Background: an optimization exercise with open tools, aiming at small area and a short achievable clock period. Do not read the settings as production practice. The RTL was checked by simulation tests, not by an equivalence proof against the original design. No activity file was given, so power comes from the tool's default toggle rates.

--- design/flow/run.sh ---
#!/bin/bash
# synth_recipe.tcl (not shown) runs the flow's synth.tcl, then flattens the netlist and writes it again
# the make line also repeats each setting of config.mk as NAME=value (left out here)
make -C /OpenROAD-flow-scripts/flow DESIGN_CONFIG=/design/flow/config.mk WORK_HOME=/design/flow/orfs CLKGATE_MAP_FILE= SYNTH_SCRIPT=/design/flow/synth_recipe.tcl finish
--- design/flow/config.mk ---
export PLATFORM = sky130hd
export DESIGN_NAME = pipeline
export DESIGN_NICKNAME = pipeline
export VERILOG_FILES = /design/flow/design.v
export SDC_FILE = /design/flow/constraint.sdc
export NUM_CORES = 4
export LEC_CHECK = 0
export CAP_MARGIN = 20
export CORE_MARGIN = 2
export CORE_UTILIZATION = 40
export SLEW_MARGIN = 20
--- design/flow/design.v ---
module id_decoder(
  instr,
  alu_op,
  imm,
  alu_a_src,
  alu_b_src,
  mem_op,
  branch_op,
  dest_src
);
  parameter INSTR_W = 32;
  parameter ALU_OP_W = (4);
  parameter WORD_W = 32;
  input [INSTR_W - 1:0] instr;
  output reg [ALU_OP_W - 1:0] alu_op;
  output reg [WORD_W - 1:0] imm;
  output reg [(2) - 1:0] alu_a_src;
  output reg [(2) - 1:0] alu_b_src;
  output reg [(4) - 1:0] mem_op;
  output reg branch_op;
  output reg [(2) - 1:0] dest_src;
  wire [6:0] opcode = (instr[6:0]);
  wire [2:0] funct3 = (instr[14:12]);
  wire [6:0] funct7 = (instr[31:25]);
  wire [16:0] opcode_rtype = 
({(instr[31:25]), (instr[14:12]), (instr[6:0])});
  wire [16:0] opcode_itype = 
({7'b0, (instr[14:12]), (instr[6:0])});
  wire [16:0] opcode_stype = 
({7'b0, (instr[14:12]), (instr[6:0])});
  wire [16:0] opcode_btype = 
({7'b0, (instr[14:12]), (instr[6:0])});
  reg [16:0] opcode_complete;
  wire [11:0] itype_imm12 = (instr[31:20]);
  wire [11:0] stype_imm12 = ({instr[31:25], instr[11:7]});
  wire [11:0] btype_imm12 = 
({instr[31], instr[7], instr[30:25], instr[11:8], 1'b0});
  always@(*) begin
    case(opcode)
      (7'b0110011): opcode_complete = opcode_rtype;
      (7'b0010011): opcode_complete = opcode_itype;
      (7'b0000011): opcode_complete = opcode_stype;
      (7'b0100011): opcode_complete = opcode_stype;
      (7'b1100011): opcode_complete = opcode_btype;
      (7'b0110111): opcode_complete = ({10'b0, (7'b0110111)});
      (7'b0010111): opcode_complete = ({10'b0, (7'b0010111)});
      (7'b1101111): opcode_complete = ({10'b0, (7'b1101111)});
      (7'b1100111): opcode_complete = ({10'b0, (7'b1100111)});
      default: opcode_complete = 0;
    endcase
  end
  always@(*) begin
    mem_op = (0);
    branch_op = 0;
    case(opcode)
      (7'b0110011): begin
        imm = {32{1'b0}};
        alu_a_src = (0);
        alu_b_src = (0);
        dest_src = (1);
      end
      (7'b0010011): begin
        imm = $signed(itype_imm12);
        alu_a_src = (0);
        alu_b_src = (1);
        dest_src = (1);
      end
      (7'b0000011): begin
        imm = $signed(itype_imm12);
        alu_a_src = (0);
        alu_b_src = (1);
        dest_src = (2);
        case(funct3)
          (3'b000): mem_op = (6);
          (3'b001): mem_op = (5);
          (3'b010): mem_op = (4);
          (3'b100): mem_op = (7);
          (3'b101): mem_op = (8);
          default: mem_op = (0);
        endcase
      end
      (7'b0100011): begin
        imm = $signed(stype_imm12);
        alu_a_src = (0);
        alu_b_src = (0);
        dest_src = (0);
        case(funct3)
          (3'b000): mem_op = (3);
          (3'b001): mem_op = (2);
          (3'b010): mem_op = (1);
          default: mem_op = (0);
        endcase
      end
      (7'b1100011): begin
        imm = $signed(btype_imm12);
        alu_a_src = (0);
        alu_b_src = (0);
        dest_src = (0);
        branch_op = 1;
      end
      (7'b0110111): begin
        imm = ({instr[31:12], 12'b0});
        alu_a_src = (2);
        alu_b_src = (1);
        dest_src = (1);
      end
      (7'b0010111): begin
        imm = ({instr[31:12], 12'b0});
        alu_a_src = (1);
        alu_b_src = (1);
        dest_src = (1);
      end
      (7'b1101111): begin
        imm = ({instr[31], instr[19:12], instr[20], instr[30:21], 
12'b0});
        alu_a_src = (2);
        alu_b_src = (3);
        dest_src = (0);
        branch_op = 1;
      end
      (7'b1100111): begin
        imm = ($signed(instr[31:20]));
        alu_a_src = (2);
        alu_b_src = (3);
        dest_src = (3);
        branch_op = 1;
      end
      default: begin
        imm = 0;
        alu_a_src = (0);
        alu_b_src = (0);
        dest_src = (0);
      end
    endcase
  end
  always@(*) begin
    case(opcode_complete)
      ({(7'b0000000), (3'b000), (7'b0110011)}), ({7'b0000000, (3'b000), (7'b0010011)}): alu_op = (0);
      ({(7'b0100000), (3'b000), (7'b0110011)}): alu_op = (6);
      ({(7'b0000000), (3'b010), (7'b0110011)}), ({7'b0000000, (3'b010), (7'b0010011)}): alu_op = (4);
      ({(7'b0000000), (3'b010), (7'b0110011)}), ({7'b0000000, (3'b011), (7'b0010011)}): alu_op = (5);
      ({(7'b0000000), (3'b100), (7'b0110011)}), ({7'b0000000, (3'b100), (7'b0010011)}): alu_op = (3);
      ({(7'b0000000), (3'b110), (7'b0110011)}), ({7'b0000000, (3'b110), (7'b0010011)}): alu_op = (2);
      ({(7'b0000000), (3'b111), (7'b0110011)}), ({7'b0000000, (3'b111), (7'b0010011)}): alu_op = (1);
      ({7'h00, (3'b000), (7'b1100011)}): alu_op = (3);
      ({7'h00, (3'b001), (7'b1100011)}): alu_op = (12);
      ({7'h00, (3'b100), (7'b1100011)}): alu_op = (10);
      ({7'h00, (3'b101), (7'b1100011)}): alu_op = (4);
      ({7'h00, (3'b110), (7'b1100011)}): alu_op = (10);
      ({7'h00, (3'b111), (7'b1100011)}): alu_op = (11);
      ({10'b0, (7'b0110111)}): alu_op = (0);
      ({10'b0, (7'b0010111)}): alu_op = (0);
      ({10'b0, (7'b1101111)}): alu_op = (0);
      ({10'b0, (7'b1100111)}): alu_op = (0);
      default: alu_op = (0);
    endcase
  end
endmodule
module alu(
  opp_a,
  opp_b,
  op,
  eval,
  zero
);
  parameter DATA_W = 32;
  localparam ALU_OP_W = (4);
  input [DATA_W - 1:0] opp_a;
  input [DATA_W - 1:0] opp_b;
  input [ALU_OP_W - 1:0] op;
  output reg [DATA_W - 1:0] eval;
  output zero;
  assign zero = (eval == 0);
  always@(*) begin
    case(op)
      (0): eval = opp_a + opp_b;
      (6): eval = opp_a - opp_b;
      (1): eval = opp_a & opp_b;
      (2): eval = opp_a | opp_b;
      (3): eval = opp_a ^ opp_b;
      (4): eval = $signed(opp_a) < $signed(opp_b);
      (5): eval = opp_a < opp_b;
      (10): eval = $signed(opp_a) >= $signed(opp_b);
      (11): eval = opp_a >= opp_b;
      (12): eval = opp_a != opp_b;
      default: eval = 0;
    endcase
  end
endmodule
module register_file(
  clk,
  aresetn,
  rd_reg_a,
  rd_reg_b,
  rd_data_a,
  rd_data_b,
  wr_en,
  wr_reg,
  wr_data
);
  parameter REG_COUNT = 32;
  parameter REG_W = 32;
  parameter REG_IDX_W = $clog2(REG_COUNT);
  input clk;
  input aresetn;
  input [REG_IDX_W - 1:0] rd_reg_a;
  input [REG_IDX_W - 1:0] rd_reg_b;
  output [REG_W - 1:0] rd_data_a;
  output [REG_W - 1:0] rd_data_b;
  input wr_en;
  input [REG_IDX_W - 1:0] wr_reg;
  input [REG_W - 1:0] wr_data;
  reg [REG_W - 1:0] registers [0:REG_COUNT - 1];
  integer i;
  always@(posedge clk) begin
    if(aresetn == 0) begin
      for(i = 0; i < REG_COUNT; i = i + 1) begin
        registers[i] <= 0;
      end
    end else if(wr_en == 1 && wr_reg != 0) begin
      registers[wr_reg] <= wr_data;
    end
  end
  assign rd_data_a = registers[rd_reg_a];
  assign rd_data_b = registers[rd_reg_b];
endmodule
module fe(
  clk,
  clr,
  stall,
  i_branch,
  i_branch_addr,
  o_pc,
  o_instr_req
);
  input clk;
  input clr;
  input stall;
  input i_branch;
  input [32 - 1:0] i_branch_addr;
  output [32 -1:0] o_pc;
  output o_instr_req;
  reg [32 - 1:0] r_pc;
  always@(posedge clk) begin
    if(clr == 1) begin
      r_pc <= 0;
    end else if(stall == 0) begin
      if (i_branch == 1) begin
        r_pc <= i_branch_addr + 32 / 8;
      end else begin
        r_pc <= r_pc + 32 / 8;
      end
    end
  end
  assign o_pc = i_branch ? i_branch_addr : r_pc;
  assign o_instr_req = ~clr;
endmodule
module id(
  clk,
  clr,
  stall,
  rf_reset,
  i_pc,
  i_instr,
  i_ex_alu_eval,
  i_ex_dest_reg,
  i_ex_dest_src,
  i_me_dest_reg,
  i_me_dest_src,
  i_me_dest_data,
  i_wb_dest_en,
  i_wb_dest_reg,
  i_wb_dest_data,
  o_pc,
  o_instr,
  o_alu_op,
  o_alu_data_a,
  o_alu_data_b,
  o_imm,
  o_mem_op,
  o_dest_src,
  o_dest_reg,
  o_branch_op,
  o_mem_hazard
);
  input clk;
  input clr;
  input stall;
  input rf_reset;
  input [32 - 1:0] i_pc;
  input [32 - 1:0] i_instr;
  wire [32 - 1:0] s_instr;
  input [$clog2(32) - 1:0] i_ex_dest_reg;
  input [(2) - 1:0] i_ex_dest_src;
  input [32 - 1:0] i_ex_alu_eval;
  input [$clog2(32) - 1:0] i_me_dest_reg;
  input [(2) - 1:0] i_me_dest_src;
  input [32 - 1:0] i_me_dest_data;
  input i_wb_dest_en;
  input [$clog2(32) - 1:0] i_wb_dest_reg;
  input [32 - 1:0] i_wb_dest_data;
  output [32 - 1:0] o_pc;
  output [32 - 1:0] o_instr;
  reg [32 - 1:0] r_pc;
  reg [32 - 1:0] r_instr;
  output [(4) - 1:0] o_alu_op;
  output reg[32 - 1:0] o_alu_data_a;
  output reg[32 - 1:0] o_alu_data_b;
  output [32 - 1:0] o_imm;
  output [(4) - 1:0] o_mem_op;
  output o_branch_op;
  output [(2) - 1:0] o_dest_src;
  output [$clog2(32) - 1:0] o_dest_reg;
  assign o_dest_reg = (s_instr[11:7]);
  output o_mem_hazard;
  wire [(2) - 1:0] s_alu_src_a;
  wire [(2) - 1:0] s_alu_src_b;
  wire [(4) - 1:0] s_mem_op;
  wire [(2) - 1:0] s_dest_src;
  wire s_branch_op;
  wire [$clog2(32) - 1:0] s_reg_a = (s_instr[19:15]);
  wire [32 - 1:0] s_reg_data_a;
  wire [$clog2(32) - 1:0] s_reg_b = (s_instr[24:20]);
  wire [32 - 1:0] s_reg_data_b;
  reg s_mem_hazard_reg_a;
  reg s_mem_hazard_reg_b;
  reg [32 - 1:0] r_temp_pc;
  reg [32 - 1:0] r_temp_instr;
  reg r_temp_valid;
  always@(posedge clk) begin
    if(clr == 1) begin
      r_pc <= 0;
      r_instr <= 0;
      r_temp_valid <= 0;
    end else begin
      if(r_temp_valid == 0) begin
        r_pc <= i_pc;
        r_instr <= i_instr;
      end
      if(stall == 1) begin
        r_temp_pc <= r_pc;
        r_temp_instr <= r_instr;
      end
      r_temp_valid <= stall;
    end
  end
  assign o_pc = r_temp_valid ? r_temp_pc : r_pc;
  assign o_instr = r_temp_valid ? r_temp_instr : r_instr;
  assign s_instr = o_instr;
  assign o_mem_hazard = s_mem_hazard_reg_a | s_mem_hazard_reg_b;
  assign o_mem_op = stall ? (0) : s_mem_op;
  assign o_dest_src = stall ? (0) : s_dest_src;
  assign o_branch_op = ~stall & s_branch_op;
  id_decoder dec(
    .instr(s_instr),
    .alu_op(o_alu_op),
    .imm(o_imm),
    .mem_op(s_mem_op),
    .alu_a_src(s_alu_src_a),
    .alu_b_src(s_alu_src_b),
    .dest_src(s_dest_src),
    .branch_op(s_branch_op)
  );
  register_file rf(
    .clk(clk),
    .aresetn(rf_reset),
    .rd_reg_a(s_reg_a),
    .rd_reg_b(s_reg_b),
    .rd_data_a(s_reg_data_a),
    .rd_data_b(s_reg_data_b),
    .wr_en(i_wb_dest_en),
    .wr_reg(i_wb_dest_reg),
    .wr_data(i_wb_dest_data)
  );
  function [32 - 1:0] fwd_alu_data;
    input [$clog2(32) - 1:0] reg_num;
    input [32 - 1:0] reg_data;
  begin
    if(reg_num != 0 && reg_num == i_ex_dest_reg &&
      i_ex_dest_src == (1)) begin
      fwd_alu_data = i_ex_alu_eval;
    end else if(reg_num != 0 && reg_num == i_me_dest_reg &&
      i_me_dest_src != (0)) begin
      fwd_alu_data = i_me_dest_data;
    end else if(reg_num != 0 && reg_num == i_wb_dest_reg &&
      i_wb_dest_en == 1) begin
      fwd_alu_data = i_wb_dest_data;
    end else begin
      fwd_alu_data = reg_data;
    end
  end
  endfunction
  function mem_hazard_stall;
    input [$clog2(32) - 1:0] reg_num;
  begin
    if(reg_num != 0 && reg_num == i_ex_dest_reg &&
      i_ex_dest_src == (2)) begin
      mem_hazard_stall = 1;
    end else begin
      mem_hazard_stall = 0;
    end
  end
  endfunction
  always@(*) begin
    s_mem_hazard_reg_a = 0;
    case(s_alu_src_a)
      (0): begin
        o_alu_data_a = fwd_alu_data(s_reg_a, s_reg_data_a);
        s_mem_hazard_reg_a = mem_hazard_stall(s_reg_a);
      end
      (1): o_alu_data_a = r_pc;
      (2): o_alu_data_a = 0;
      default: o_alu_data_a = 0;
    endcase
    s_mem_hazard_reg_b = 0;
    case(s_alu_src_b)
      (0): begin
        o_alu_data_b = fwd_alu_data(s_reg_b, s_reg_data_b);
        s_mem_hazard_reg_b = mem_hazard_stall(s_reg_b);
      end
      (1): o_alu_data_b = o_imm;
      (2): o_alu_data_b = 32 / 8;
      (3): o_alu_data_b = 0;
      default: o_alu_data_b = 0;
    endcase
  end
endmodule
module ex(
  clk,
  clr,
  stall,
  i_pc,
  i_instr,
  i_alu_op,
  i_alu_data_a,
  i_alu_data_b,
  i_imm,
  i_mem_op,
  i_dest_src,
  i_dest_reg,
  i_branch_op,
  o_pc,
  o_instr,
  o_dest_src,
  o_dest_reg,
  o_alu_eval,
  o_mem_op,
  o_mem_req_addr,
  o_mem_req_wr_data,
  o_mem_req_wr_en,
  o_mem_req_count,
  o_branch,
  o_branch_addr
);
  input clk;
  input clr;
  input stall;
  input [32 - 1:0] i_pc;
  input [32 - 1:0] i_instr;
  input [(4) - 1:0] i_alu_op;
  input [32 - 1:0] i_alu_data_a;
  input [32 - 1:0] i_alu_data_b;
  input [32 - 1:0] i_imm;
  input [(4) - 1:0] i_mem_op;
  input [(2) - 1:0] i_dest_src;
  input [$clog2(32) - 1:0] i_dest_reg;
  input i_branch_op;
  reg [32 - 1:0] r_pc;
  reg [32 - 1:0] r_instr;
  reg [(4) - 1:0] r_alu_op;
  reg [32 - 1:0] r_alu_data_a;
  reg [32 - 1:0] r_alu_data_b;
  reg [32 - 1:0] r_imm;
  reg [(4) - 1:0] r_mem_op;
  reg [(2) - 1:0] r_dest_src;
  reg [$clog2(32) - 1:0] r_dest_reg;
  reg r_branch_op;
  wire [32 - 1:0] s_alu_eval;
  wire s_alu_zero;
  output [32 - 1:0] o_pc;
  output [32 - 1:0] o_instr;
  output [(2) - 1:0] o_dest_src;
  output [$clog2(32) - 1:0] o_dest_reg;
  output [32 - 1:0] o_alu_eval;
  output [(4) - 1:0] o_mem_op;
  output [32 - 1:0] o_mem_req_addr;
  output [32 - 1:0] o_mem_req_wr_data;
  output reg o_mem_req_wr_en;
  output reg [(2) - 1:0] o_mem_req_count;
  output o_branch;
  output [32 - 1:0] o_branch_addr;
  assign o_pc = r_pc;
  assign o_instr = r_instr;
  assign o_dest_src = r_dest_src;
  assign o_dest_reg = r_dest_reg;
  assign o_alu_eval = s_alu_eval;
  assign o_mem_op = r_mem_op;
  assign o_branch = s_alu_zero & r_branch_op;
  assign o_branch_addr = r_pc + r_imm;
  always@(posedge clk) begin
    if(clr == 1) begin
      r_pc <= 0;
      r_instr <= 0;
      r_alu_op <= (0);
      r_alu_data_a <= 0;
      r_alu_data_b <= 0;
      r_imm <= 0;
      r_mem_op <= (0);
      r_dest_src <= (0);
      r_dest_reg <= 0;
      r_branch_op <= 0;
    end else if(stall == 0) begin
      r_pc <= i_pc;
      r_instr <= i_instr;
      r_alu_op <= i_alu_op;
      r_mem_op <= i_mem_op;
      r_alu_data_a <= i_alu_data_a;
      r_alu_data_b <= i_alu_data_b;
      r_imm <= i_imm;
      r_dest_src <= i_dest_src;
      r_dest_reg <= i_dest_reg;
      r_branch_op <= i_branch_op;
    end
  end
  alu comp(
    .opp_a(r_alu_data_a),
    .opp_b(r_alu_data_b),
    .op(r_alu_op),
    .eval(s_alu_eval),
    .zero(s_alu_zero)
  );
  assign o_mem_req_addr = r_imm + r_alu_data_a;
  assign o_mem_req_wr_data = r_alu_data_b;
  always@(*) begin
    case(r_mem_op)
      (1): begin
        o_mem_req_count = (3);
        o_mem_req_wr_en = 1;
      end
      (2): begin
        o_mem_req_count = (2);
        o_mem_req_wr_en = 1;
      end
      (3): begin
        o_mem_req_count = (1);
        o_mem_req_wr_en = 1;
      end
      (4): begin
        o_mem_req_count = (3);
        o_mem_req_wr_en = 0;
      end
      (5): begin
        o_mem_req_count = (2);
        o_mem_req_wr_en = 0;
      end
      (6): begin
        o_mem_req_count = (1);
        o_mem_req_wr_en = 0;
      end
      (8): begin
        o_mem_req_count = (2);
        o_mem_req_wr_en = 0;
      end
      (7): begin
        o_mem_req_count = (1);
        o_mem_req_wr_en = 0;
      end
      default: begin
        o_mem_req_count = (0);
        o_mem_req_wr_en = 0;
      end
    endcase
  end
endmodule
module me(
  clk,
  clr,
  stall,
  i_pc,
  i_instr,
  i_dest_src,
  i_dest_reg,
  i_alu_eval,
  i_mem_read,
  i_mem_op,
  o_pc,
  o_instr,
  o_dest_src,
  o_dest_reg,
  o_dest_data
);
  input clk;
  input clr;
  input stall;
  input [32 - 1:0] i_pc;
  input [32 - 1:0] i_instr;
  input [(2) - 1:0] i_dest_src;
  input [$clog2(32) - 1:0] i_dest_reg;
  input [32 - 1:0] i_alu_eval;
  input [32 - 1:0] i_mem_read;
  input [(4) -1:0] i_mem_op;
  reg [32 - 1:0] r_pc;
  reg [32 - 1:0] r_instr;
  reg [(2) - 1:0] r_dest_src;
  reg [$clog2(32) - 1:0] r_dest_reg;
  reg [32 - 1:0] r_alu_eval;
  reg [32 - 1:0] r_mem_read;
  reg [32 - 1:0] s_final_mem_read;
  output [32 - 1:0] o_pc;
  output [32 - 1:0] o_instr;
  output [(2) - 1:0] o_dest_src;
  output [$clog2(32) - 1:0] o_dest_reg;
  output reg [32 - 1:0] o_dest_data;
  assign o_pc = r_pc;
  assign o_instr = r_instr;
  assign o_dest_src = r_dest_src;
  assign o_dest_reg = r_dest_reg;
  always@(posedge clk) begin
    if(clr == 1) begin
      r_pc <= 0;
      r_instr <= 0;
      r_dest_src <= 0;
      r_dest_reg <= 0;
      r_alu_eval <= 0;
      r_mem_read <= 0;
    end else if(stall == 0) begin
      r_pc <= i_pc;
      r_instr <= i_instr;
      r_dest_src <= i_dest_src;
      r_dest_reg <= i_dest_reg;
      r_alu_eval <= i_alu_eval;
      r_mem_read <= i_mem_read;
    end
  end
  always@(*) begin
    if(i_mem_op == (7) || i_mem_op == (8)) begin
      s_final_mem_read = i_mem_read;
    end else begin
      s_final_mem_read = $signed(i_mem_read);
    end
    case(r_dest_src)
      (0): o_dest_data = 0;
      (1): o_dest_data = r_alu_eval;
      (2): o_dest_data = s_final_mem_read;
      (3): o_dest_data = r_pc + 32 / 8;
      default: o_dest_data = 0;
    endcase
  end
endmodule
module wb(
  clk,
  clr,
  i_pc,
  i_instr,
  i_dest_src,
  i_dest_reg,
  i_dest_data,
  o_pc,
  o_instr,
  o_dest_en,
  o_dest_reg,
  o_dest_data
);
  input clk;
  input clr;
  input [32 - 1:0] i_pc;
  input [32 - 1:0] i_instr;
  input [(2) - 1:0] i_dest_src;
  input [$clog2(32) - 1:0] i_dest_reg;
  input [32 - 1:0] i_dest_data;
  reg [32 - 1:0] r_pc;
  reg [32 - 1:0] r_instr;
  reg [(2) - 1:0] r_dest_src;
  reg [$clog2(32) - 1:0] r_dest_reg;
  reg [32 - 1:0] r_dest_data;
  output [32 - 1:0] o_pc;
  output [32 - 1:0] o_instr;
  output o_dest_en;
  output [$clog2(32) - 1:0] o_dest_reg;
  output [32 - 1:0] o_dest_data;
  assign o_pc = r_pc;
  assign o_instr = r_instr;
  assign o_dest_en = r_dest_src != (0);
  assign o_dest_reg = r_dest_reg;
  assign o_dest_data = r_dest_data;
  always@(posedge clk) begin
    if(clr == 1) begin
      r_pc <= 0;
      r_instr <= 0;
      r_dest_src <= (0);
      r_dest_reg <= 0;
      r_dest_data <= 0;
    end else begin
      r_pc <= i_pc;
      r_instr <= i_instr;
      r_dest_src <= i_dest_src;
      r_dest_reg <= i_dest_reg;
      r_dest_data <= i_dest_data;
    end
  end
endmodule
module pipeline(
  clk,
  resetn,
  o_instr_req_addr,
  o_instr_req_en,
  i_instr_res_data,
  o_mem_req_addr,
  o_mem_req_wr_data,
  o_mem_req_wr_en,
  o_mem_req_count,
  i_mem_res_rd_data,
  i_mem_res_code
);
  input clk;
  input resetn;
  output [32 - 1:0] o_instr_req_addr;
  output o_instr_req_en;
  input [32 - 1:0] i_instr_res_data;
  output [32 - 1:0] o_mem_req_addr;
  output [32 - 1:0] o_mem_req_wr_data;
  output o_mem_req_wr_en;
  output [(2) - 1:0] o_mem_req_count;
  input [32 - 1:0] i_mem_res_rd_data;
  input [(3) - 1:0] i_mem_res_code;
  wire fe_clr;
  wire fe_stall;
  wire fe_branch;
  wire [32 - 1:0] fe_branch_addr;
  wire [32 - 1:0] fe_pc;
  wire id_clr;
  wire id_stall;
  wire [32 - 1:0] id_pc;
  wire [32 - 1:0] id_instr;
  wire [(4) - 1:0] id_alu_op;
  wire [32 - 1:0] id_alu_data_a;
  wire [32 - 1:0] id_alu_data_b;
  wire [32 - 1:0] id_imm;
  wire [(4) - 1:0] id_mem_op;
  wire [(2) - 1:0] id_dest_src;
  wire [$clog2(32) - 1:0] id_dest_reg;
  wire id_branch_op;
  wire id_mem_hazard;
  wire ex_clr;
  wire ex_stall;
  wire [32 - 1:0] ex_pc;
  wire [32 - 1:0] ex_instr;
  wire [32 - 1:0] ex_alu_eval;
  wire [(2) - 1:0] ex_dest_src;
  wire [$clog2(32) - 1:0] ex_dest_reg;
  wire [(4) - 1:0] ex_mem_op;
  wire me_clr;
  wire me_stall;
  wire [32 - 1:0] me_pc;
  wire [32 - 1:0] me_instr;
  wire [(2) - 1:0] me_dest_src;
  wire [$clog2(32) - 1:0] me_dest_reg;
  wire [32 - 1:0] me_dest_data;
  wire wb_clr;
  wire wb_stall;
  wire wb_dest_en;
  wire [$clog2(32) - 1:0] wb_dest_reg;
  wire [32 - 1:0] wb_dest_data;
  assign fe_clr = ~resetn;
  assign id_clr = ~resetn | fe_branch;
  assign ex_clr = ~resetn | fe_branch;
  assign me_clr = ~resetn;
  assign wb_clr = ~resetn;
  assign fe_stall = id_mem_hazard;
  assign id_stall = id_mem_hazard;
  assign ex_stall = 0;
  assign me_stall = 0;
  assign wb_stall = 0;
  assign o_instr_req_addr = fe_pc;
  fe p0(
    .clk(clk),
    .clr(fe_clr),
    .stall(fe_stall),
    .i_branch(fe_branch),
    .i_branch_addr(fe_branch_addr),
    .o_pc(fe_pc),
    .o_instr_req(o_instr_req_en)
  );
  reg [32 - 1:0] fe_pc_delay;
  always@(posedge clk) begin
    fe_pc_delay <= fe_pc;
  end
  id p1(
    .clk(clk),
    .clr(id_clr),
    .stall(id_stall),
    .rf_reset(resetn),
    .i_pc(fe_pc_delay),
    .i_instr(i_instr_res_data),
    .i_ex_dest_reg(ex_dest_reg),
    .i_ex_dest_src(ex_dest_src),
    .i_ex_alu_eval(ex_alu_eval),
    .i_me_dest_reg(me_dest_reg),
    .i_me_dest_src(me_dest_src),
    .i_me_dest_data(me_dest_data),
    .i_wb_dest_en(wb_dest_en),
    .i_wb_dest_reg(wb_dest_reg),
    .i_wb_dest_data(wb_dest_data),
    .o_pc(id_pc),
    .o_instr(id_instr),
    .o_alu_op(id_alu_op),
    .o_alu_data_a(id_alu_data_a),
    .o_alu_data_b(id_alu_data_b),
    .o_imm(id_imm),
    .o_mem_op(id_mem_op),
    .o_dest_src(id_dest_src),
    .o_dest_reg(id_dest_reg),
    .o_branch_op(id_branch_op),
    .o_mem_hazard(id_mem_hazard)
  );
  ex p2(
    .clk(clk),
    .clr(ex_clr),
    .stall(ex_stall),
    .i_pc(id_pc),
    .i_instr(id_instr),
    .i_alu_op(id_alu_op),
    .i_alu_data_a(id_alu_data_a),
    .i_alu_data_b(id_alu_data_b),
    .i_imm(id_imm),
    .i_mem_op(id_mem_op),
    .i_dest_src(id_dest_src),
    .i_dest_reg(id_dest_reg),
    .i_branch_op(id_branch_op),
    .o_pc(ex_pc),
    .o_instr(ex_instr),
    .o_dest_src(ex_dest_src),
    .o_dest_reg(ex_dest_reg),
    .o_alu_eval(ex_alu_eval),
    .o_mem_op(ex_mem_op),
    .o_mem_req_addr(o_mem_req_addr),
    .o_mem_req_wr_data(o_mem_req_wr_data),
    .o_mem_req_wr_en(o_mem_req_wr_en),
    .o_mem_req_count(o_mem_req_count),
    .o_branch(fe_branch),
    .o_branch_addr(fe_branch_addr)
  );
  me p3(
    .clk(clk),
    .clr(me_clr),
    .stall(me_stall),
    .i_pc(ex_pc),
    .i_instr(ex_instr),
    .i_dest_src(ex_dest_src),
    .i_dest_reg(ex_dest_reg),
    .i_alu_eval(ex_alu_eval),
    .i_mem_read(i_mem_res_rd_data),
    .i_mem_op(ex_mem_op),
    .o_pc(me_pc),
    .o_instr(me_instr),
    .o_dest_src(me_dest_src),
    .o_dest_reg(me_dest_reg),
    .o_dest_data(me_dest_data)
  );
  wb p4(
    .clk(clk),
    .clr(wb_clr),
    .i_pc(me_pc),
    .i_instr(me_instr),
    .i_dest_src(me_dest_src),
    .i_dest_reg(me_dest_reg),
    .i_dest_data(me_dest_data),
    .o_dest_en(wb_dest_en),
    .o_dest_reg(wb_dest_reg),
    .o_dest_data(wb_dest_data)
  );
endmodule
--- design/flow/constraint.sdc ---
create_clock -name core_clock -period 10.5 [get_ports {clk}]
set_input_delay 2.1000 -clock core_clock [delete_from_list [all_inputs] [get_ports {clk}]]
set_output_delay 2.1000 -clock core_clock [all_outputs]
set_load 0.01 [all_outputs]
==> summary.txt <==
outcome complete, no violations; num ports around 170; worst skew pair latency roughly 0.86 ns; worst slew pin tran between 1 and 1.5 ns; most common flop cell mapped by yosys edfxtp_1; via count between 70,000 and 80,000; initial antenna violation count 27; post-CTS resize count 0; Avg Vias per Cell between 6 and 7; Hold Path Class flop to flop; global-route usage over all layers 0.321; register area share after synthesis 0.475; Psw 4.22 mW; hold buffers post-CTS 0; multi-input logic area between 40,000 and 50,000 um^2; CTS tree yes; Critical Path Source Type flop; Starting DRT DRC Count 12,630; Pint between 10 and 15 mW; area grow syn2layout 11.8%; share of post-route cells with drive strength above 1 0.0629; Mapped Cells a little under 10,000; Setup Fix Bufs, Post-CTS 0; root buffer cell clkbuf_16; count of input and output buffers ~170; GPL Wtd Cong about 1.0; largest net degree at the start of global routing between 150 and 200; syn_area_per_cell about 8.7 um^2; Die H between 400 and 500 um; RSZ-0062 raised after global routing no; end of the worst hold path p1.r_temp_instr[28]; CTS Sinks about 1,500; Tot Pwr 14.5 mW; mapped cell area about 85,000 um^2; PD cells roughly 150 nW/um^2; clk slew on worst S/H paths approximately 0.06 ns; row count approximately 170; CTS Buffer Depth 3; R2R depth 24; final hold slack roughly 0.44 ns; f_max just under 100 MHz; Pre-Repair DR Iteration Count 9; DRC 0; final hold violation count 0; Fillers between 20,000 and 25,000; register area approximately 40,000 um^2; Nets a little under 10,000; # Max-Cap Violations 0; R2R Path End p0.r_pc[28]; routed wire length between 300 and 400 mm; VDD IR max approximately 0.11 mV; CTS Buf Count ~170; Comb pwr share 0.148; EDFF count, synth 1,088; most flop-heavy register p1.rf.registers; share of synthesized registers carrying an async set or reset 0; WP data required 8.40 ns; r2r setup slk between 1 and 1.5 ns; Final Setup Violations 0; hold_sp p1.r_instr[28]; DR WL/cell just under 30 um; Slew Viols, Final 0; crit path max fanout 35; Tmin final around 10 ns; GRT overflow 0; Ys Warns 9; Setup crit end kind output port; Routed Antenna Nets 0; setup TNS 0 ns; Die W 465 um; Initial Util 0.401; Arrival @ worst endpoint 8.11 ns; Pleak 34.8 nW; Worst Setup Path Type flop to output port; Largest register FFs slightly above 1,000; H-tree depth 4; clock power share 0.399; worst rel slew slack 0.132; Worst Skew about 0.047 ns; r2r startpoint p2.r_alu_data_a[8]; FF+latch count, synth 1,470; final period utilization 0.972; number of global-route vias before repair between 70,000 and 80,000; register share of total power 0.453; total core area ~210,000 um^2; Hold Crit Depth 0; Net Sw Frac 0.291; hpwl dp around 220 mm; die footprint around 220,000 um^2; first-pass GRT wire length approximately 510 mm; post-synth cell types just under 90
-- worst max-delay path by stage --
| stage | start | to | slack [ns] | cells after the start |
|---|---|---|---|---|
| global placement | p2.r_alu_data_a[5] | o_instr_req_addr[28] | 1.44 | 15 |
| global route | p2.r_alu_data_a[6] | o_instr_req_addr[19] | 0.02 | 15 |
| detailed placement | p2.r_alu_data_a[6] | o_instr_req_addr[2] | 1.49 | 14 |
| finish | p2.r_alu_data_a[8] | o_instr_req_addr[9] | 0.29 | 16 |
| CTS | p2.r_alu_data_a[6] | o_instr_req_addr[9] | 0.53 | 16 |
| floorplan | p2.r_alu_data_b[5] | p1.r_temp_instr[0] | 3.33 | 19 |
-- power groups by stage --
stage / Clock (mW) / Combinational [mW] / Sequential (mW)
floorplan: 0 / 1.22 / 6.65
global placement: 0 / 2.05 / 6.68
detailed placement: 0 / 2.07 / 6.68
CTS: 5.83 / 2.08 / 6.56
global route: 6.05 / 2.25 / 6.59
finish: 5.79 / 2.15 / 6.57
-- synth_stat cells, types with 30 or more instances --
cell          n  area (um^2)
ha_1        162         2030
inv_1       135          507
a21oi_1     356         1780
o21ai_0     216         1080
clkbuf_1    759         2850
mux2i_1     150         1500
nand3_1     857         4290
nand4_1      37          231
a22oi_1      70          526
o2bb2ai_1    31          272
nor3_1       50          250
xnor2_1      91          797
buf_1        53          199
nand2_1    2339         8780
a21o_1       45          338
nand2b_1     47          294
and2_1     1058         6620
and3_1      222         1390
edfxtp_1   1088        32700
buf_2        30          150
a31oi_1     120          751
a311oi_1    356         3120
o211ai_1    118          886
a211oi_1     61          458
dfxtp_1     382         7650
xor2_1       49          429
nor2_1      457         1720
mux2_2       34          383
-- cells by family after synthesis --
family                   Yosys count  share of synthesized area
XOR/XNOR                         140                     0.0144
buffers and inverters            982                     0.0442
AND/OR/NAND/NOR                 5199                      0.289
other                              1                  0.0000442
adder cells (fa/ha/maj)          166                     0.0248
flip-flops                      1470                      0.475
multiplexers                     185                     0.0223
AO/OA/AOI/OAI                   1605                      0.130
-- placed cells by master (no fill, tap or decap), types with 134 or more instances in the layout --
| cell type | instances |
|---|---|
| and3_1 | 222 |
| inv_1 | 134 |
| a311oi_1 | 356 |
| edfxtp_1 | 1088 |
| o21ai_0 | 185 |
| dfxtp_1 | 365 |
| clkbuf_16 | 173 |
| and2_1 | 1058 |
| mux2i_1 | 139 |
| nand3_1 | 856 |
| buf_4 | 172 |
| nand2_1 | 2337 |
| clkdlybuf4s50_1 | 164 |
| ha_1 | 162 |
| nor2_1 | 422 |
| a21oi_1 | 355 |
-- per-stage QoR --
stage | worst slack (ns) | utilization | area [um^2] | std cells
5_1_grt | 0.0201 | 0.449 | 94900 | 12415
3_5_place_dp | 1.49 | 0.423 | 89500 | 12109
3_3_place_gp | 1.44 | 0.423 | 89500 | 12108
2_1_floorplan | 3.33 | - | 85000 | 9779
4_1_cts | 0.531 | 0.449 | 94800 | 12414
6_report | 0.290 | 0.449 | 94900 | 12425
-- worst max-delay path, cell delays in order, from the launching register on --
cell and delay, ns:
dfxtp_1 0.48, inv_1 0.08, ha_1 0.45, and2_1 0.23, o21ai_0 0.48, o21ai_0 0.16
a21oi_1 0.62, o21ai_0 0.57, a31oi_1 0.55, nor4_1 0.12, a311oi_1 0.83, nand4_2 0.69
nor2_4 0.97, buf_4 0.28, nand2_1 0.06, nand2_1 0.11, clkdlybuf4s50_1 0.54
-- routing by layer --
metal	part of all wire	up-vias	track usage
met2	0.44	5208	0.494
li1	-	33679	-
met4	0.062	10	0.181
met5	0.00029	-	0
met3	0.12	1076	0.0722
met1	0.38	37651	0.415
-- area by class of cell --
| class | instances | area share |
|---|---|---|
| tap | 2821 | 0.0372 |
| antenna | 11 | 0.000290 |
| clock inverter | 86 | 0.00820 |
| multi-input combinational | 7327 | 0.441 |
| sequential | 1470 | 0.425 |
| timing repair buffer | 356 | 0.0351 |
| clock buffer | 219 | 0.0478 |
| inverter | 135 | 0.00537 |

==> port drivers added, routing unchanged <==
In the flow no input, the clock included, has a driving cell. The finished layout below was timed again as built, in two steps.
Step 1 (the two cells are an assumption about what drives the block):
set clk [get_ports {clk}]
set_driving_cell -lib_cell sky130_fd_sc_hd__clkbuf_16 $clk
set_driving_cell -lib_cell sky130_fd_sc_hd__buf_2 [delete_from_list [all_inputs] $clk]
Step 2 also shifts input and output timing later by t, the mid clock arrival at the registers, as if the neighbouring blocks saw the same clock.
a / b / c = ideal / step 1 / step 2; a / b = the first two.
shift t [ns]: 0.924
slack for setup (ns): 0.290 / 0.199 / 1.123
worst setup path at the end: register to output
After both steps setup and hold are still met in this run. For this run, drivers alone change the setup slack by -0.091 ns; drivers and shift together by +0.833 ns.
